Context: an optimization exercise on an open-source flow, tuned for small area. The choices shown serve that exercise and are no tape-out recipe. Only simulation tests tie the RTL to the original design; equivalence was not proved. Power figures rest on the tool's default switching activity, not on a simulated workload.

==> flow/design.v <==
module Oven (input ON_OFF_INPUT,
			 input UP,
			 input DOWN,
			 input SW9,
			 input SW8,
			 input clk,
			 input rst,					 
			 output reg ON_OFF_OUTPUT,	 
			 output reg READY,			 
			 output reg DONE,				 
			 output reg [7:0] HEX0,
			 output reg [7:0] HEX1,
			 output reg [7:0] HEX2,
			 output reg [7:0] HEX3
			);
	function [3:0] inc10;
		input [3:0] d;
		inc10 = {d[3] ? ~d[0] : (d[2] & d[1] & d[0]), d[2] ^ (d[1] & d[0]), ~d[3] & (d[1] ^ d[0]), ~d[0]};
	endfunction
	function [3:0] dec10;
		input [3:0] d;
		dec10 = {(d[3] & d[0]) | ~(d[3] | d[2] | d[1] | d[0]),
		         d[2] ? (d[1] | d[0]) : (d[3] & ~d[0]),
		         d[1] ? d[0] : (~d[0] & (d[3] | d[2])),
		         ~d[0]};
	endfunction
	function [2:0] inc6;
		input [2:0] d;
		inc6 = {(d[2] & ~d[0]) | (d[1] & d[0]), ~d[2] & (d[1] ^ d[0]), ~d[0]};
	endfunction
	function [2:0] dec6;
		input [2:0] d;
		dec6 = {(d[2] & d[0]) | ~(d[2] | d[1] | d[0]), (d[1] & d[0]) | (d[2] & ~d[0]), ~d[0]};
	endfunction
	function [2:0] add3;
		input [2:0] d;
		add3 = {~d[2] & (d[1] ^ d[0]), d[0] ? d[2] : ~(d[2] | d[1]), ~d[0]};
	endfunction
	function [2:0] inc8;
		input [2:0] d;
		inc8 = {d[2] ^ (d[1] & d[0]), d[1] ^ d[0], ~d[0]};
	endfunction
	function [2:0] dec8;
		input [2:0] d;
		dec8 = {d[2] ^ ~(d[1] | d[0]), d[1] ^ ~d[0], ~d[0]};
	endfunction
	function [6:0] seg;
		input [3:0] d;
		seg = ~{d[3] | (d[2] & ~d[1]) | (~d[2] & d[1]) | (d[1] & ~d[0]),
		        d[3] | (~d[1] & ~d[0]) | (d[2] & ~d[1]) | (d[2] & ~d[0]),
		        (~d[2] & ~d[0]) | (d[1] & ~d[0]),
		        d[3] | (~d[2] & ~d[0]) | (d[1] & ~d[0]) | (~d[2] & d[1]) | (d[2] & ~d[1] & d[0]),
		        d[2] | ~d[1] | d[0],
		        ~d[2] | (~d[1] & ~d[0]) | (d[1] & d[0]),
		        d[3] | d[1] | (d[2] & d[0]) | (~d[2] & ~d[0])};
	endfunction
	reg [2:0] c8;
	reg [1:0] c3;		 
	reg [4:0] c25;
	wire c25_end = ~c25[2] & ~c25[3] & ~c25[4];
	wire [15:0] c25_fb = 16'b0010001010001000;
	wire sec_tick  = ~c8[1] & c8[0] & c25_end;
	wire samp_tick = c8[1] & c8[0] & ~c8[2] & c3[1];
	always @ (posedge clk) begin
		if (rst) begin
			c8 <= 0;
			c3 <= 0;
			c25 <= 5'd7;
		end
		else begin
			c8 <= inc8(c8);
			c3 <= {c3[0], ~(c3[0] | c3[1])};
			c25 <= {c25[3:0], c25[4] ^ c25_fb[c25[3:0]]};
		end
	end
	reg [2:0] m;
	reg st_on, st_mt;
	reg [3:0] ks0; reg [1:0] kb; reg kh; reg [3:0] km0; reg [2:0] km1;
	reg [3:0] ts0; reg [1:0] tb; reg th; reg [3:0] tm0; reg [2:0] tm1;
	reg [2:0] oh; reg [3:0] ot; reg [3:0] ou;
	reg [2:0] ph; reg pf;
	reg decrease_temp;
	wire h_eq  = (oh == ph);
	wire t_pt  = pf ? (~ot[3] & ot[2] & ~ot[1] & ot[0]) : (ot == 4'd0);
	wire u0    = (ou == 4'd0);
	wire eq    = h_eq & t_pt & u0;											 
	wire eqp1  = h_eq & t_pt & ~ou[3] & ~ou[2] & ~ou[1] & ou[0];			 
	wire u9    = ou[3] & ou[0];
	wire eqm1  = u9 & (pf ? (h_eq & ~ot[3] & ot[2] & ~ot[1] & ~ot[0])		 
	                      : ((oh == dec8(ph)) & ot[3] & ot[0]));
	wire h_lt  = (oh[2] < ph[2]) | ((oh[2] == ph[2]) & ((oh[1] < ph[1]) | ((oh[1] == ph[1]) & (oh[0] < ph[0]))));
	wire lt_p  = h_lt | (h_eq & pf & ~ot[3] & ~(ot[2] & (ot[1] | ot[0])));	 
	wire near  = eq | eqm1 | eqp1;
	wire above_room = (oh != 3'd0) | ot[3] | (ot[2] & ot[1] & (ot[0] | (ou[3] | (ou[2] & ou[1]))));
	always @ (posedge clk) begin
		if (rst) begin
			m <= 0;
			st_on <= 0;
			st_mt <= 0;
		end
		else if (samp_tick) begin
			m <= {SW9 & ~(UP & DOWN), SW9 & UP, SW8};
			st_on <= ON_OFF_INPUT;
			st_mt <= ON_OFF_INPUT & st_on & (st_mt ? near : eq);
		end
	end
	wire ts0_0     = (ts0 == 4'd0);
	wire tb_0      = ~tb[1] & ~tb[0];
	wire tm0_0     = (tm0 == 4'd0);
	wire tm0_9     = tm0[3] & tm0[0];
	wire t_zero    = ts0_0 & tb_0 & ~th & tm0_0 & (tm1 == 3'd0);
	wire t_le_3570 = ~((tm1[2] & tm1[1]) | (tm1[2] & tm1[0] & tm0_9 & th & ~(ts0_0 & tb_0)));
	wire t_ge_30   = (tm1 != 3'd0) | ~tm0_0 | th;
	wire t_inc     = ~m[0] & m[2] & ~m[1] & t_le_3570;
	wire t_dec     = ~m[0] & m[2] & m[1] & t_ge_30;
	wire t_cd      = ~t_inc & ~t_dec & READY & ~t_zero;
	wire t_cd_b    = t_cd & ts0_0;				 
	wire t_half    = t_inc | t_dec | (t_cd_b & tb_0);	 
	wire t_up      = t_inc & th;					 
	wire t_down    = (t_dec | (t_cd_b & tb_0)) & ~th;	 
	wire ks0_9  = ks0[3] & ks0[0];
	wire kb_2   = kb[1];
	wire km0_9  = km0[3] & km0[0];
	wire k_wrap = km1[2] & km1[1] & km0[3] & ~km0[0] & ~kh & ~kb[1] & kb[0] & ~ks0[3] & ks0[2] & ~ks0[1] & ks0[0];
	wire heat = st_on & (st_mt ? eqm1 : (lt_p & ~eqm1));
	wire cool = ~heat & (st_on | above_room);
	wire drop = cool & decrease_temp;
	always @ (posedge clk) begin
		if (rst) begin
			ks0 <= 0; kb <= 0; kh <= 0; km0 <= 0; km1 <= 0;
			ts0 <= 0; tb <= 0; th <= 0; tm0 <= 0; tm1 <= 0;
			oh <= 3'd0; ot <= 4'd6; ou <= 4'd5;
			ph <= 3'd3; pf <= 0;
			decrease_temp <= 0;
			ON_OFF_OUTPUT <= 0;
			READY <= 0;
			DONE <= 0;
		end
		else if (sec_tick) begin
			if (k_wrap) begin
				ks0 <= 0; kb <= 0; kh <= 0; km0 <= 0; km1 <= 0;
			end
			else begin
				ks0 <= inc10(ks0);
				if (ks0_9) kb <= {kb[0], ~(kb[0] | kb[1])};
				if (ks0_9 & kb_2) kh <= ~kh;
				if (ks0_9 & kb_2 & kh) km0 <= inc10(km0);
				if (ks0_9 & kb_2 & kh & km0_9) km1 <= inc8(km1);
			end
			if (t_cd) ts0 <= dec10(ts0);
			if (t_cd_b) tb <= {tb_0, tb[1]};
			if (t_half) th <= ~th;
			if (t_up) begin
				tm0 <= inc10(tm0);
				if (tm0_9) tm1 <= inc8(tm1);
			end
			else if (t_down) begin
				tm0 <= dec10(tm0);
				if (tm0_0) tm1 <= dec8(tm1);
			end
			if (m[0] & m[2] & ~m[1] & ~(ph[2] & ph[0])) begin
				if (pf) ph <= inc8(ph);
				pf <= ~pf;
			end
			else if (m[0] & m[2] & m[1] & ~(~ph[2] & ~ph[1] & ~pf)) begin
				if (~pf) ph <= dec8(ph);
				pf <= ~pf;
			end
			if (heat) begin
				ou <= {~ou[3] & (ou[2] & ou[1]), ou[2] ^ ou[1], ~ou[1] & ~ou[3], ou[0]};
				if (ou[3]) begin
					ot <= inc10(ot);
					if (ot[3] & ot[0]) oh <= inc8(oh);
				end
			end
			else if (cool) begin
				decrease_temp <= ~decrease_temp;
				if (decrease_temp) begin
					ou <= dec10(ou);
					if (u0) begin
						ot <= dec10(ot);
						if (ot == 4'd0) oh <= dec8(oh);
					end
				end
			end
			ON_OFF_OUTPUT <= st_on;
			READY <= st_mt;
			if (st_mt) DONE <= t_zero;
		end
	end
	wire is_temp = m[0];
	wire is_set  = m[1] | m[2];
	reg [3:0] d3, d2, d1, d0;
	function [3:0] tens;
		input h;
		input [1:0] b;
		tens = {1'b0, h & (b[1] | b[0]), h ? ~(b[1] | b[0]) : b[1], b[0] ^ h};
	endfunction
	always @ (*) begin
		case ({is_temp, is_set})
			2'b00:   begin d3 = {1'b0, km1}; d2 = km0; d1 = tens(kh, kb); d0 = ks0; end
			2'b01:   begin d3 = {1'b0, tm1}; d2 = tm0; d1 = tens(th, tb); d0 = ts0; end
			2'b10:   begin d3 = {1'b0, oh};  d2 = ot;  d1 = ou;          d0 = 4'd0; end
			default: begin d3 = {1'b0, ph};  d2 = {1'b0, pf, 1'b0, pf}; d1 = 4'd0; d0 = 4'd0; end
		endcase
		HEX3 = {1'b1, seg(d3)};
		HEX2 = {is_temp, seg(d2)};
		HEX1 = {1'b1, seg(d1)};
		HEX0 = is_temp ? 8'b10001110 : {1'b1, seg(d0)};
	end
endmodule
clock: 150.0 ns
lec_check: 0
abc_area: 1
cap_margin: 20
core_margin: 2
core_utilization: 65
slew_margin: 20
standard.sh (not shown) runs the stock make flow with config.mk's settings and CLKGATE_MAP_FILE= SYNTH_SCRIPT=/design/flow/synth_recipe.tcl, a recipe that flattens the netlist after the stock synthesis.
==> flow/flow/run.sh <==
#!/bin/bash
# Own layout flow: the standard flow with three changes.
#  1. After the standard synthesis (standard.sh synth, unchanged), the combinational logic
#     is re-mapped by Yosys/ABC with an area-oriented script (flow/abc.script), run with
#     four random seeds; the smallest result is kept. The flip-flops of the standard
#     synthesis are kept as they are (names, cells, nets), and the re-mapped logic is
#     proven equivalent to the standard netlist (flow/check.tcl) before it is used.
#  2. Ports are buffered with buf_1 instead of the larger default buffer.
#  3. CTS uses clkbuf_4 and no dummy loads.
# Each step's full output goes to a log file of its own in the work folder.
set -euo pipefail
W=$PWD
F=$W/flow
RES=$W/orfs/results/$FLOW_PLATFORM/Oven/base
export OWN_LIB=$(ls $FLOW_HOME/platforms/$FLOW_PLATFORM/lib/sky130_fd_sc_hd__tt_025C_1v80.lib)
bash standard.sh synth > $W/synth.log 2>&1
cp $RES/1_2_yosys.v $W/standard_synth.v
export OWN_IN=$W/standard_synth.v
# registers: every cell type that holds state is kept as a black box
export OWN_KEEP=$(grep -o "sky130_fd_sc_hd__d[a-z]*_[0-9]*" $W/standard_synth.v | sort -u | tr '\n' ' ' | sed 's/ $//')
for sd in 0 1 2 3; do
  sed "s/@SEED@/$sd/" $F/abc.script > $W/abc_$sd.script
  OWN_OUT=$W/resyn_$sd.v OWN_ABC_SCRIPT=$W/abc_$sd.script yosys -c $F/resyn.tcl > $W/resyn_$sd.log 2>&1 &
done
wait
best=$(for sd in 0 1 2 3; do echo "$(grep 'Chip area' $W/resyn_$sd.v.stat | awk '{print $NF}') $sd"; done | sort -g | head -1 | cut -d' ' -f2)
echo "kept cells: $OWN_KEEP; areas: $(grep -h 'Chip area' $W/resyn_*.v.stat | awk '{print $NF}' | tr '\n' ' '); best seed $best" > $W/resyn.log
cp $W/resyn_$best.v $W/resyn.v
OWN_OUT=$W/resyn.v yosys -c $F/check.tcl > $W/resyn_check.log 2>&1
cp $W/resyn.v $RES/1_2_yosys.v
bash standard.sh finish \
  "BUFFER_PORTS_ARGS=-buffer_cell sky130_fd_sc_hd__buf_1" \
  "CTS_ARGS=-sink_clustering_enable -repair_clock_nets -dont_use_dummy_load -buf_list sky130_fd_sc_hd__clkbuf_4" \
  > $W/layout.log 2>&1
==> flow/flow/abc.script <==
strash
&get -n
&deepsyn -T 40 -S @SEED@
&put
&get -n
&dch -f
&nf -R 1000
&put
==> flow/flow/check.tcl <==
# Checks of the re-mapped netlist: it is well formed, and its logic is equivalent to the
# standard synthesis netlist (the flip-flops, kept as they are, cut the design into
# combinational parts that are proven equal net by net).
yosys -import
set lib $::env(OWN_LIB)
read_liberty -lib $lib
read_verilog $::env(OWN_OUT)
hierarchy -top $::env(FLOW_TOP)
check -assert
design -reset
read_liberty -overwrite -ignore_miss_func $lib
read_verilog $::env(OWN_IN)
yosys rename $::env(FLOW_TOP) gold
read_verilog $::env(OWN_OUT)
yosys rename $::env(FLOW_TOP) gate
foreach m [split $::env(OWN_KEEP) " "] { blackbox $m }
flatten
opt_clean
equiv_make gold gate equiv
hierarchy -top equiv
equiv_simple -seq 0
equiv_status -assert
==> flow/flow/resyn.tcl <==
# Re-map the combinational logic of the standard synthesis netlist with a stronger,
# area-oriented ABC script. Flip-flop instances (names, cell types, Q nets) are kept.
yosys -import
set lib $::env(OWN_LIB)
read_liberty -overwrite -ignore_miss_func -setattr liberty_cell $lib
read_verilog $::env(OWN_IN)
hierarchy -top $::env(FLOW_TOP)
foreach m [split $::env(OWN_KEEP) " "] { blackbox $m }
flatten
yosys rename -hide w:*.*
opt_clean
techmap
opt -fast
# the platform's don't-use cells (DONT_USE_CELLS: probe and lpflow cells)
set fh [open $lib r]; set txt [read $fh]; close $fh
set dont_use {}
foreach {all name} [regexp -all -inline {cell \("?(sky130_fd_sc_hd__[a-z0-9_]+)"?\)} $txt] {
  if {[string match *lpflow* $name] || [string match *probe* $name]} { lappend dont_use -dont_use $name }
}
abc -script $::env(OWN_ABC_SCRIPT) -liberty $lib {*}$dont_use
opt_clean -purge
hilomap -singleton -hicell sky130_fd_sc_hd__conb_1 HI -locell sky130_fd_sc_hd__conb_1 LO
insbuf -buf sky130_fd_sc_hd__buf_1 A X
splitnets
opt_clean
tee -o $::env(OWN_OUT).stat stat -liberty $lib
write_verilog -noattr -noexpr -nohex -nodec $::env(OWN_OUT)
The baseline passed the timing, DRC and antenna checks.
Change:
--- a/flow/flow/run.sh
+++ b/flow/flow/run.sh
@@ -31,4 +31,4 @@
 bash standard.sh finish \
   "BUFFER_PORTS_ARGS=-buffer_cell sky130_fd_sc_hd__buf_1" \
-  "CTS_ARGS=-sink_clustering_enable -repair_clock_nets -dont_use_dummy_load -buf_list sky130_fd_sc_hd__clkbuf_4" \
+  "CTS_ARGS=-sink_clustering_enable -repair_clock_nets -dont_use_dummy_load -buf_list sky130_fd_sc_hd__clkbuf_2 sky130_fd_sc_hd__clkbuf_4 sky130_fd_sc_hd__clkbuf_8" \
   > $W/layout.log 2>&1
What happened:
- This time the run ended with an error in 4_1_cts
- synthesized cell count does not change
- synthesized area does not change
Change:
==> flow/flow/run.sh (replaced) <==
#!/bin/bash
# Own layout flow: the standard flow with three changes.
#  1. After the standard synthesis (standard.sh synth, unchanged), the combinational logic
#     is re-mapped by Yosys/ABC with an area-oriented script (flow/abc.script), from eight
#     random seeds; the smallest result is kept. The flip-flops of the standard synthesis
#     are kept as they are (names, cells, nets), and each result is proven equivalent to
#     the standard netlist, flip-flop by flip-flop (flow/check.tcl), before it is used.
#  2. Ports are buffered with buf_1 instead of the larger default buffer.
#  3. CTS uses clkbuf_4 and no dummy loads.
# Each tool's full output goes to a log file of its own in the work folder.
set -euo pipefail
W=$PWD
F=$W/flow
RES=$W/orfs/results/$FLOW_PLATFORM/Oven/base
export OWN_LIB=$(ls $FLOW_HOME/platforms/$FLOW_PLATFORM/lib/sky130_fd_sc_hd__tt_025C_1v80.lib)
bash standard.sh synth > $W/synth.log 2>&1
cp $RES/1_2_yosys.v $W/standard_synth.v
export OWN_IN=$W/standard_synth.v
# registers: every cell type that holds state is kept as a black box
export OWN_KEEP=$(grep -o "sky130_fd_sc_hd__d[a-z]*_[0-9]*" $W/standard_synth.v | sort -u | tr '\n' ' ' | sed 's/ $//')
cand() {
  local c=$W/cand_$1
  sed "s/@SEED@/$1/" $F/abc.script > $c.abc
  OWN_OUT=$c.v OWN_ABC_SCRIPT=$c.abc yosys -c $F/resyn.tcl > $c.resyn.log 2>&1
  OWN_OUT=$c.v yosys -c $F/check.tcl > $c.check.log 2>&1
  grep 'Chip area' $c.v.stat | awk '{print $NF}' > $c.ok
}
for sd in 0 1 2 3; do cand $sd & done; wait
for sd in 4 5 6 7; do cand $sd & done; wait
for f in $W/cand_*.ok; do echo "$f $(cat $f)"; done > $W/candidates.log
best=$(for f in $W/cand_*.ok; do [[ -s $f ]] && echo "$(cat $f) ${f%.ok}"; done | sort -g | head -1 | cut -d' ' -f2)
echo "best: $best" >> $W/candidates.log
cp $best.v $W/final_synth.v
cp $best.v $RES/1_2_yosys.v
bash standard.sh finish \
  "BUFFER_PORTS_ARGS=-buffer_cell sky130_fd_sc_hd__buf_1" \
  "CTS_ARGS=-sink_clustering_enable -repair_clock_nets -dont_use_dummy_load -buf_list sky130_fd_sc_hd__clkbuf_4" \
  > $W/layout.log 2>&1
==> flow/flow/abc.script (replaced) <==
strash
&get -n
&deepsyn -T 30 -S @SEED@
&put
&get -n
&dch -f
&nf -R 1000
&put
mfs2 -a -e -W 4 -M 1000
strash
&get -n
&dch -f
&nf -R 1000
&put
mfs2 -a -e -W 4 -M 1000
strash
&get -n
&dch -f
&nf -R 1000
&put
What happened: The changed run ran to the end with no violations; area after synthesis increases by 0.54%; synthesized cell count goes up by 2.4%.
Change:
==> flow/flow/run.sh (replaced) <==
#!/bin/bash
# Own layout flow: the standard flow with three changes.
#  1. After the standard synthesis (standard.sh synth, unchanged), the combinational logic
#     is re-mapped by Yosys/ABC with an area-oriented script (flow/abc.script), run with
#     four random seeds; the smallest result is kept. The flip-flops of the standard
#     synthesis are kept as they are (names, cells, nets), and the re-mapped logic is
#     proven equivalent to the standard netlist (flow/check.tcl) before it is used.
#  2. Ports are buffered with buf_1 instead of the larger default buffer.
#  3. CTS uses clkbuf_4 and no dummy loads.
# Each step's full output goes to a log file of its own in the work folder.
set -euo pipefail
W=$PWD
F=$W/flow
RES=$W/orfs/results/$FLOW_PLATFORM/Oven/base
export OWN_LIB=$(ls $FLOW_HOME/platforms/$FLOW_PLATFORM/lib/sky130_fd_sc_hd__tt_025C_1v80.lib)
bash standard.sh synth > $W/synth.log 2>&1
cp $RES/1_2_yosys.v $W/standard_synth.v
export OWN_IN=$W/standard_synth.v
# registers: every cell type that holds state is kept as a black box
export OWN_KEEP=$(grep -o "sky130_fd_sc_hd__d[a-z]*_[0-9]*" $W/standard_synth.v | sort -u | tr '\n' ' ' | sed 's/ $//')
for sd in 0 1 2 3; do
  sed "s/@SEED@/$sd/" $F/abc.script > $W/abc_$sd.script
  OWN_OUT=$W/resyn_$sd.v OWN_ABC_SCRIPT=$W/abc_$sd.script yosys -c $F/resyn.tcl > $W/resyn_$sd.log 2>&1 &
done
wait
best=$(for sd in 0 1 2 3; do echo "$(grep 'Chip area' $W/resyn_$sd.v.stat | awk '{print $NF}') $sd"; done | sort -g | head -1 | cut -d' ' -f2)
echo "kept cells: $OWN_KEEP; areas: $(grep -h 'Chip area' $W/resyn_*.v.stat | awk '{print $NF}' | tr '\n' ' '); best seed $best" > $W/resyn.log
cp $W/resyn_$best.v $W/resyn.v
OWN_OUT=$W/resyn.v yosys -c $F/check.tcl > $W/resyn_check.log 2>&1
cp $W/resyn.v $RES/1_2_yosys.v
bash standard.sh finish \
  "BUFFER_PORTS_ARGS=-buffer_cell sky130_fd_sc_hd__buf_1" \
  "CTS_ARGS=-sink_clustering_enable -repair_clock_nets -dont_use_dummy_load -buf_list sky130_fd_sc_hd__clkbuf_4" \
  > $W/layout.log 2>&1
==> flow/flow/abc.script (replaced) <==
strash
&get -n
&deepsyn -T 40 -S @SEED@
&put
&get -n
&dch -f
&nf -R 1000
&put
CORE_UTILIZATION = 40   (was 65)
After rerunning: Wire length rose by a few percent. Clock power rose by a few percent. First-iteration DRC count fell by a quarter to a third. Setup slack improves by 0.30 ns. Power rose slightly. Die area rose by well over a third. Via count fell slightly. Sequential share of layout area fell by 0.31 points. Clock-buffer cell count does not change.
Change:
==> flow/flow/abc.script (replaced) <==
strash
&get -n
&deepsyn -T 40 -S @SEED@
&put
&get -n
&dch -f
&nf -R 1000
&put
mfs2
strash
&get -n
&dch -f
&nf -R 1000
&put
CORE_UTILIZATION = 65   (was 40)
Clock-buffer cell count does not change.
Worst setup slack gets worse by 0.040 ns.
Non-clock buffer count goes down by 1.
Total power increases by about 11%.
Global-route usage rose by 10 points.
Wire length drops by about 7%.
Synthesized cell count climbs by about 2.4%.
Synthesized area is higher by about 0.5%.
Cell area fell by 1.1%.
Cell count came out lower by 4.6%.

==> afterwards: timing with drivers on the ports <==
In the flow no input, the clock included, has a driving cell. The finished layouts below were timed again as built, in two steps. Step 1, drivers: a clkbuf_16 drives clk and a buf_2 each remaining input, both assumed. Step 2 also shifts input and output timing later by t, the mid clock arrival at the registers, as if the neighbouring blocks saw the same clock. Three values: ideal, step 1, step 2; two values: the first two.
run	shift t [ns]	setup slack, ns	latest minus earliest clock arrival (ns)	slew at the worst register clock pin (ns)
the first run	0.419	116.922 / 116.894 / 117.313	0.026 / 0.026	0.11 / 0.11
the third run	0.432	116.549 / 116.523 / 116.955	0.042 / 0.042	0.12 / 0.12
the fourth run	0.431	116.852 / 116.822 / 117.253	0.034 / 0.035	0.12 / 0.12
the fifth run	0.431	116.812 / 116.784 / 117.215	0.033 / 0.033	0.11 / 0.11
After both steps every run listed still meets setup and hold.
